What follows belongs to an exercise in optimizing a design on an open flow for small area and a short achievable clock period; a production flow would make more cautious choices.
In this exercise RTL edits were held to simulation tests only and were not proved equivalent to the original.

==> build 76 <==
// simon32_64
module simon32_64 (
  input  logic        clk, reset,
  input  logic        in_valid,
  input  logic [31:0] plaintext,
  input  logic [63:0] key,
  output logic        out_valid,
  output logic [31:0] ciphertext
);
==> flow/config.mk <==
export PLATFORM = sky130hd
export DESIGN_NAME = simon32_64
export DESIGN_NICKNAME = simon32_64
export VERILOG_FILES = /design/flow/design.v
export SDC_FILE = /design/flow/constraint.sdc
export NUM_CORES = 4
export LEC_CHECK = 0
export CAP_MARGIN = 20
export CORE_MARGIN = 2
export CORE_UTILIZATION = 65
export CTS_CLUSTER_DIAMETER = 80
export CTS_CLUSTER_SIZE = 30
export GPL_TIMING_DRIVEN = 0
export SETUP_SLACK_MARGIN = 1.0
export SLEW_MARGIN = 20
export SYNTH_HIERARCHICAL = 1
export SYNTH_MINIMUM_KEEP_SIZE = 0
==> flow/constraint.sdc <==
create_clock -name core_clock -period 2.5 [get_ports {clk}]
set_input_delay 0.5000 -clock core_clock [delete_from_list [all_inputs] [get_ports {clk}]]
set_output_delay 0.5000 -clock core_clock [all_outputs]
set_load 0.01 [all_outputs]
standard.sh (not shown) runs the stock make flow with config.mk's settings and CLKGATE_MAP_FILE= SYNTH_SCRIPT=/design/flow/synth_recipe.tcl, a recipe that flattens the netlist after the stock synthesis.
==> flow/flow/run.sh <==
#!/bin/bash
# The standard layout, except that the output ports get a fast buffer (buf_4) instead of the
# default port buffer; the input ports keep the default. Everything else is standard.sh as is.
set -euo pipefail
here=$(pwd)
bash standard.sh DONT_BUFFER_PORTS=1 PRE_GLOBAL_PLACE_TCL="$here/flow/ports.tcl" finish > "$here/flow_standard.log" 2>&1
==> flow/flow/ports.tcl <==
# Port buffers, placed where global_place.tcl would put them: inputs with the default cell,
# outputs with a fast buffer.
buffer_ports -inputs
buffer_ports -outputs -buffer_cell sky130_fd_sc_hd__buf_4
==> build 46: changes against build 76 <==
--- a/flow/config.mk
+++ b/flow/config.mk
@@ -7,11 +7,10 @@
 export LEC_CHECK = 0
 export CAP_MARGIN = 20
 export CORE_MARGIN = 2
-export CORE_UTILIZATION = 65
-export CTS_CLUSTER_DIAMETER = 80
-export CTS_CLUSTER_SIZE = 30
+export CORE_UTILIZATION = 55
 export GPL_TIMING_DRIVEN = 0
-export SETUP_SLACK_MARGIN = 1.0
+export PLACE_DENSITY = 0.8
+export SETUP_SLACK_MARGIN = 0.85
 export SLEW_MARGIN = 20
 export SYNTH_HIERARCHICAL = 1
 export SYNTH_MINIMUM_KEEP_SIZE = 0
==> trial 20: changes against build 76 <==
--- a/flow/config.mk
+++ b/flow/config.mk
@@ -7,11 +7,13 @@
 export LEC_CHECK = 0
 export CAP_MARGIN = 20
 export CORE_MARGIN = 2
-export CORE_UTILIZATION = 65
+export CORE_UTILIZATION = 55
 export CTS_CLUSTER_DIAMETER = 80
 export CTS_CLUSTER_SIZE = 30
 export GPL_TIMING_DRIVEN = 0
-export SETUP_SLACK_MARGIN = 1.0
+export PLACE_DENSITY = 0.8
+export SETUP_SLACK_MARGIN = 0.95
 export SLEW_MARGIN = 20
 export SYNTH_HIERARCHICAL = 1
 export SYNTH_MINIMUM_KEEP_SIZE = 0
+export TNS_END_PERCENT = 10
==> run summary <==
cts bufs inserted 57; H-Tree Depth 2; CTS resizes approximately 200; TAP cells 1391; outcome finished clean; Clock transition at path regs between 0.1 and 0.15 ns; GRT Overall Usage 0.291; Worst path depth 4; Final Instance Count excl. Fillers 6733; Die Width 328 um; DR WL met3 6.59 mm
-- figures above: trial 20

==> run summary <==
Final Instance Count excl. Fillers 6915; GRT Overall Usage 0.301; outcome finished clean; CTS resizes 246; DR WL met3 8.02 mm; Clock transition at path regs 0.06 ns; H-Tree Depth 4
-- figures above: build 46

==> run summary <==
Final Instance Count excl. Fillers about 6700; Die Width 302 um; outcome finished clean; Clock transition at path regs ~0.11 ns; H-Tree Depth 2; Slowest cell on crit path dfxtp_2; cts bufs inserted 58; nets 5580; DR WL met3 11.4 mm; via count 35300; Worst path depth 1
-- figures above: build 76



==> build 21 <==
Starting RTL as in the previous note.
export LEC_CHECK = 0
export CAP_MARGIN = 20
export CORE_MARGIN = 2
export CORE_UTILIZATION = 65
export CTS_CLUSTER_DIAMETER = 80
export CTS_CLUSTER_SIZE = 30
export GPL_TIMING_DRIVEN = 1
export PLACE_DENSITY = 0.8
export SETUP_SLACK_MARGIN = 0.85
export SLEW_MARGIN = 20
export SYNTH_HIERARCHICAL = 1
export SYNTH_MINIMUM_KEEP_SIZE = 0
create_clock -name core_clock -period 2.5 [get_ports {clk}]
Scripts as last shown in full above: flow/flow/run.sh, flow/flow/ports.tcl
==> inputs of trial 74, as changes to build 21 <==
--- a/flow/config.mk
+++ b/flow/config.mk
@@ -8,11 +8,12 @@
 export CAP_MARGIN = 20
 export CORE_MARGIN = 2
-export CORE_UTILIZATION = 65
+export CORE_UTILIZATION = 55
 export CTS_CLUSTER_DIAMETER = 80
 export CTS_CLUSTER_SIZE = 30
-export GPL_TIMING_DRIVEN = 1
+export GPL_TIMING_DRIVEN = 0
 export PLACE_DENSITY = 0.8
-export SETUP_SLACK_MARGIN = 0.85
+export SETUP_SLACK_MARGIN = 0.9
 export SLEW_MARGIN = 20
 export SYNTH_HIERARCHICAL = 1
 export SYNTH_MINIMUM_KEEP_SIZE = 0
+export TNS_END_PERCENT = 50
==> reports/metrics.yaml <==
utilization_pct: 73.7
sh_seq_area_pct: 44.0
dp_slack_ns: 0.306
fmax_mhz: 585
post-route-period-util_pct: 68.3
drtIter0Drc: 3152
num_vias: 33600
max_slew.worst_pin.slew_ns: 0.738
status: "timing/DRC/antenna clean"
signal_buffers: 105
viasPerCell: 5.23
hpwlAfterDp_um: 137000
place_inst: 6269
final-clk-cell-share_pct: 2.57
path_cells: "nand2_1, xnor2_1, buf_4, xor2_1, xnor2_1"
crit_start: "xq24[8]$_DFF_P_"
whs_ns: 0.0261
-- figures above: build 21

==> reports/metrics.yaml <==
status: "timing/DRC/antenna clean"
place_inst: 6595
crit_start: "ct_q[23]$_DFF_P_"
whs_ns: 0.135
final-clk-cell-share_pct: 2.48
path_cells: "buf_6"
viasPerCell: 4.91
utilization_pct: 63.7
hpwlAfterDp_um: 132000
drtIter0Drc: 2342
post-route-period-util_pct: 68.2
fmax_mhz: 587
sh_seq_area_pct: 42.9
-- figures above: trial 74

==> static timing again, ports no longer ideal <==
The results above use ideal ports. As a check the final layouts listed here were re-extracted and re-timed, cells and wires unchanged.
Step 1, drivers: a clkbuf_16 drives clk and a buf_2 each remaining input, both assumed.
Step 2 also shifts input and output timing later by t, the mid clock arrival at the registers, as if the neighbouring blocks saw the same clock.
Slacks: ideal / step 1 / step 2; pairs: ideal / step 1.
run | t (ns) | slack for setup (ns) | worst slew at a driven data input, ns | pins driven straight from the clock port
build 76 | 0.770 | 0.820 / 0.745 / 0.230 | 0.07 | 1
build 46 | 0.833 | 0.792 / 0.714 / 0.077 | 0.05 | 1
trial 20 | 0.785 | 0.769 / 0.728 / 0.075 | 0.05 | 1
build 21 | 0.770 | 0.792 / 0.786 / 0.234 | 0.17 | 1
trial 74 | 0.790 | 0.795 / 0.715 / 0.151 | 0.05 | 1
After both steps setup and hold are still met in every run listed. The setup slack of build 46, which loses most, moves by -0.078 ns with the drivers and by -0.715 ns with both steps.
